This is an optimization exercise on Yosys and OpenROAD, whose aim is small area and a short achievable clock period, not a production implementation. Function was checked by simulation only, so behaviour that the tests miss may differ from the original.

==> flow/design.v, too long to show whole: its modules and the start of the top module <==
// module ComplexALU: 1592 lines
// module booth_mul: 1207 lines
module ComplexALU (
    input             clk,
    input             reset,
    input             recoverFlag_i,
    input             valid_i,
    input      [7:0]  opcode_i,
    input      [31:0] data1_i,
    input      [31:0] data2_i,
    input      [5:0]  logDest_i,
    input      [6:0]  phyDest_i,
    input      [6:0]  alID_i,
    output reg        wbValid_o,
    output     [7:0]  wbFlags_o,
    output reg [31:0] wbData_o,
    output reg [5:0]  wbLogDest_o,
    output reg [6:0]  wbPhyDest_o,
    output reg [6:0]  wbAlID_o,
    output reg        toggleFlag_o
);
  // ...
==> flow/run.sh <==
#!/bin/bash
# synth_recipe.tcl (not shown) runs the flow's synth.tcl, then flattens the netlist and writes it again
# the make line also repeats each setting of config.mk as NAME=value (left out here)
make -C /OpenROAD-flow-scripts/flow DESIGN_CONFIG=/design/flow/config.mk WORK_HOME=/design/flow/orfs CLKGATE_MAP_FILE= SYNTH_SCRIPT=/design/flow/synth_recipe.tcl finish
==> flow/config.mk <==
export PLATFORM = sky130hd
export DESIGN_NAME = ComplexALU
export DESIGN_NICKNAME = ComplexALU
export VERILOG_FILES = /design/flow/design.v
export SDC_FILE = /design/flow/constraint.sdc
export NUM_CORES = 4
export LEC_CHECK = 0
export ABC_AREA = 1
export CAP_MARGIN = 20
export CORE_MARGIN = 2
export CORE_UTILIZATION = 60
export PLACE_DENSITY = 0.7
export SLEW_MARGIN = 20
==> flow/constraint.sdc <==
create_clock -name core_clock -period 190.0 [get_ports {clk}]
set_input_delay 38.0000 -clock core_clock [delete_from_list [all_inputs] [get_ports {clk}]]
set_output_delay 38.0000 -clock core_clock [all_outputs]
set_load 0.01 [all_outputs]
==> key figures, run 1 <==
Synth
  – Synth top area cells: fa_1 (29%), dfxtp_1 (15%), ha_1 (10%), xor2_1 (8.6%), inv_1 (7.1%)
  – Share of the synthesized area in the top cell type: 28.6%
  – Average size of a mapped cell: 8.38 sq um
  – Mux share of post-synthesis cell area: 0.148%
  – Ys async rst share: 0%
  – Synthesized flop and latch total: 476
  – Register area share after synthesis: 14.6%
  – Synth Area in Compound Gates: 11.7%

Setup path
  – Top delay family on crit path: buffers and inverters
  – Worst r2r src: d_s1[0]
  – Crit. path cell count: 1
  – Worst R2R End: r_s2[15]

STA
  – Worst-Margin Slew: 1.27 ns
  – Setup Viol. Count Final: 0
  – Fin. max-slew vios: 0
  – Tmin final: roughly 40 ns
  – Setup TNS Final: 0 ns

CTS
  – Insertion delay to the later sink of the worst-skew pair: 0.65 ns
  – Max clock buf depth: 3
  – Post CTS Setup Buffer Count: 0
  – CTS H-tree lvls: 2

Outcome
  – Status: finished clean

Cells and area
  – Most frequent cells in the layout: inv_1 (1227), nand2_1 (1172), fa_1 (931)
  – Non-Filler Instances: approximately 9200
  – Fill cells: roughly 9200
  – Ant diodes: 4
  – Ratio of cells with drive above 1 in the final layout: 6.52%
  – Multi-input logic area: 49200 sq um
  – Final net count: 9302
  – Area-dominant class: multi-input combinational cells
  – Reg area: 9530 sq um

Routing
  – Drt total wl: 221 mm
  – Antenna Nets Post-Route: 0

Global route
  – Met2 usage: between 60% and 70%

Place
  – # port buffers: 149

Floorplanning
  – Core area: 107000 sq um
  – IO Count: 158

Run
  – Max-cap violations: 0
==> inputs of run 2 (changes only) <==
--- a/flow/config.mk
+++ b/flow/config.mk
@@ -10,4 +10,4 @@
 export CORE_MARGIN = 2
-export CORE_UTILIZATION = 60
-export PLACE_DENSITY = 0.7
+export CORE_UTILIZATION = 45
+export PLACE_DENSITY = 0.6
 export SLEW_MARGIN = 20
==> run 2 against run 1 <==
Register-to-register slack improved by 0.09 ns. Design area is 1.1% higher. Clock skew grew 0.050 ns. Maximum frequency about the same. Final cell count rose by 5.7%. Hold slack got worse by 0.022 ns. Synthesized cell count did not move. Die area is 33% higher. Global-route usage is 10 points lower.
==> key figures, run 2 <==
Synth
  – Main synth FF type: dfxtp_1 (unchanged)
  – Share of the synthesized area in the top cell type: 28.6% (unchanged)
  – Synthesized flop and latch total: 476 (unchanged)
  – Synthesized instance count: 7777 (unchanged)
  – Post-synth EDFFs: 0 (unchanged)
  – Synth warn: 1 (unchanged)
  – Register area share after synthesis: 14.6% (unchanged)
  – Count leader, synth: inv_1 (unchanged)
  – Synth area leader: fa_1 (unchanged)
  – Synth top area cells: fa_1 (29%), dfxtp_1 (15%), ha_1 (10%), xor2_1 (8.6%), inv_1 (7.1%) (unchanged)
  – Yosys cell types: 73 (unchanged)
  – Post-synth top cells: inv_1 (1229), nand2_1 (1173), fa_1 (931) (unchanged)
  – Ys async rst share: 0% (unchanged)
  – Synthesized area: 65200 sq um (unchanged)
  – Average size of a mapped cell: 8.38 sq um (unchanged)

Setup path
  – Worst EP required: 152.00 ns (about the same)
  – Setup crit end kind: output port (unchanged)
  – Critical path peak fanout: 1 (unchanged)
  – Critical-path top delay cell: clkdlybuf4s50_1 (unchanged)
  – Worst R2R End: r_s2[15] (unchanged)
  – Crit path buffers/inverters: 1 (unchanged)
  – Startpoint Class: register (unchanged)
  – Worst R2R Path Depth: 140 (unchanged)
  – Worst EP arrival: 1.51 ns (about the same)
  – Crit-path cells: clkdlybuf4s50_1 (unchanged)
  – Worst r2r src: d_s1[0] (unchanged)
  – Setup CP Type: reg2out (unchanged)
  – Max stage delay on crit path: 0.54 ns (was 0.55 ns)
  – Worst reg-to-reg setup slack: 155.76 ns (was 155.67 ns)
  – Top delay family on crit path: buffers and inverters (unchanged)

Routing
  – DR iter-0 viols: 4813 (was 5389)
  – Wirelength per Cell: 22.8 microns (was 24.1 microns)
  – Drt total wl: 221 mm (about the same)
  – Antenna Nets Post-Route: 0 (unchanged)
  – DRC: 0 (unchanged)
  – DRT Pass-1 Iters: 18 (was 11)
  – Drt via density: 5.58 (was 6.05)
  – Via count: 54200 (was 55600)

CTS
  – Root Buffer: clkbuf_16 (unchanged)
  – CTS Hold Bufs: 0 (unchanged)
  – Clk sinks: 476 (unchanged)
  – Insertion delay to the later sink of the worst-skew pair: 0.68 ns (was 0.65 ns)
  – CTS Buf Count: 52 (was 48)
  – Post CTS Setup Buffer Count: 0 (unchanged)
  – CTS H-tree lvls: 2 (unchanged)
  – Max clock buf depth: 3 (unchanged)
  – CTS tree: done (unchanged)
  – Worst-path clk slew: 0.06 ns (about the same)
  – CTS resizes: 0 (unchanged)

STA
  – Tcrit/Tclk final: 20.8% (about the same)
  – Hold Fails Final Rpt: 0 (unchanged)
  – Setup TNS Final: 0 ns (unchanged)
  – Max Fclk: 25.3 MHz (about the same)
  – Fin. max-slew vios: 0 (unchanged)
  – Worst-Margin Slew: 1.15 ns (was 1.27 ns)
  – Max-slew headroom: 22.7% (was 15.2%)
  – Tmin final: 39.51 ns (about the same)
  – Unrepaired setup endpoints after global routing: no (unchanged)
  – Setup Viol. Count Final: 0 (unchanged)
  – Worst Clk Skew: 0.0654 ns (was 0.0156 ns)

Global route
  – Total grt overflow: 0 (unchanged)
  – Initial antenna violation count: 6 (was 13)
  – Global-route wire length before repair: 338 mm (about the same)
  – Number of global-route vias before repair: 55500 (was 57300)
  – Largest net degree at the start of global routing: 60 (was 61)
  – All-Layer GR Usage: 30.2% (was 40.2%)

Cells and area
  – Most frequent cells in the layout: inv_1 (1219), nand2_1 (1173), fa_1 (931) (was inv_1 (1227), nand2_1 (1172), fa_1 (931))
  – Ratio of cells with drive above 1 in the final layout: 6.80% (was 6.52%)
  – Commonest non-fill, non-tap cell in the layout: inv_1 (unchanged)
  – Reg area: 9530 sq um (unchanged)
  – Cell area after layout: 70400 sq um (was 69600 sq um)
  – Final net count: 9322 (was 9302)
  – Multi-input logic area: 49200 sq um (about the same)
  – Fill cells: 13900 (was 9222)
  – P&R area growth vs syn: 8.05% (was 6.83%)

Floorplanning
  – Std cell rows: 139 (was 120)
  – IO Count: 158 (unchanged)
  – Die area: 148000 sq um (was 111000 sq um)
  – Die H: 385 microns (was 334 microns)
  – Die X: 385 microns (was 334 microns)
  – Core area: 144000 sq um (was 107000 sq um)
  – Initial Utilization: 45.4% (was 60.7%)

Place
  – # port buffers: 149 (unchanged)
  – Gpl congestion: 0.979 (was 1.05)
  – Placed Instance Area: 68600 sq um (was 67900 sq um)
  – DP HPWL: 170 mm (was 165 mm)

Worst hold path
  – Hold path startpoint: q_s2[1] (was f0[4])
  – Hold crit path type: reg2reg (unchanged)
  – Hold Path End: q_s3[8] (was f_s1[4])
  – Worst Hold Depth: 0 (unchanged)

Run
  – Max-cap violations: 0 (unchanged)

Outcome
  – Status: finished clean (unchanged)
-- run 2: how the worst max path moves through the flow --
stage                   start              to  cells after the start
6_report                fl[2]    wbFlags_o[4]                      1
5_1_grt           wbData_o[1]     wbData_o[1]                      1
4_1_cts        wbLogDest_o[0]  wbLogDest_o[0]                      1
3_5_place_dp    recoverFlag_i      rec_cnt[1]                      4
3_3_place_gp    recoverFlag_i      rec_cnt[1]                      4
2_1_floorplan   recoverFlag_i      rec_cnt[1]                      3
-- run 2: layer usage --
layer | routed length (microns) | vias to the layer above | track usage, %
li1 | - | 24700 | -
met4 | 17100 | 8 | 18.4
met2 | 101000 | 2442 | 49.6
met1 | 83900 | 26300 | 36.0
met3 | 19400 | 718 | 6.76
met5 | 52 | - | 0
-- run 2: logic make-up (layout without fill, tap and decap cells) --
| family | count (synthesis) | count (layout) | share of synthesized area (%) |
|---|---|---|---|
| mux | 8 | 8 | 0.148 |
| compound gates | 1270 | 1270 | 11.7 |
| fa+ha+maj | 1467 | 1467 | 38.9 |
| simple gates | 2159 | 2159 | 15.0 |
| flops | 476 | 476 | 14.6 |
| xor+xnor | 715 | 715 | 9.64 |
| other cells | 2 | 10 | 0.0115 |
| buf+inv | 1680 | 1698 | 10.0 |
-- run 2: final cells by class --
type	instances	share of cell area (%)
multi-input cells	5624	69.8
flip-flops and latches	476	13.5
inverters	1295	6.91
repair buffers	310	3.85
well taps	1903	3.38
clock buffers	64	2.00
clock inverters	29	0.515
diodes	5	0.0178
-- run 2: stage by stage --
| step | std cells | util [%] | setup slack, ns | hold slack, ns |
|---|---|---|---|---|
| finish | 9706 | 49.0 | 150.49 | 0.298 |
| global route | 9701 | 49.0 | 150.41 | 0.294 |
| CTS | 9699 | 49.0 | 150.42 | 0.291 |
| detailed placement | 9606 | 47.8 | 151.04 | 0.312 |
| global placement | 9606 | 47.8 | 151.09 | 0.309 |
| floorplan | 7780 | - | 151.66 | 0.310 |
-- run 2: worst register-to-register path, delay by kind of cell, from the launching register on --
kind	cells	cell delay (ns)
AOI/OAI and AO/OA	39	6.47
xor gates and xnor gates	1	0.15
adders and majority gates	54	19.93
buffers and inverters	23	3.45
DFF	1	0.45
and+or+nand+nor	23	3.66

[separate check: timing with driven ports]
How much do the figures lean on ideal ports? The routed layouts below were timed once more, with nothing changed but the port constraints.
Step 1 assumes that a clkbuf_16 drives the clock port and a buf_2 every other input.
Step 2 also shifts input and output timing later by t, the mid clock arrival at the registers, as if the neighbouring blocks saw the same clock.
Three values: no drivers, after step 1, after step 2; two values: the first two.
| run | t, ns | setup slack, ns | worst setup path at the end | latest minus earliest clock arrival (ns) | worst slew at a driven data input, ns |
|---|---|---|---|---|---|
| run 1 | 0.720 | 150.490 / 150.413 / 151.051 | input to register | 0.024 / 0.024 | 0.07 |
| run 2 | 0.728 | 150.489 / 150.408 / 151.028 | input to register | 0.066 / 0.065 | 0.10 |
After both steps every run listed still meets setup and hold.
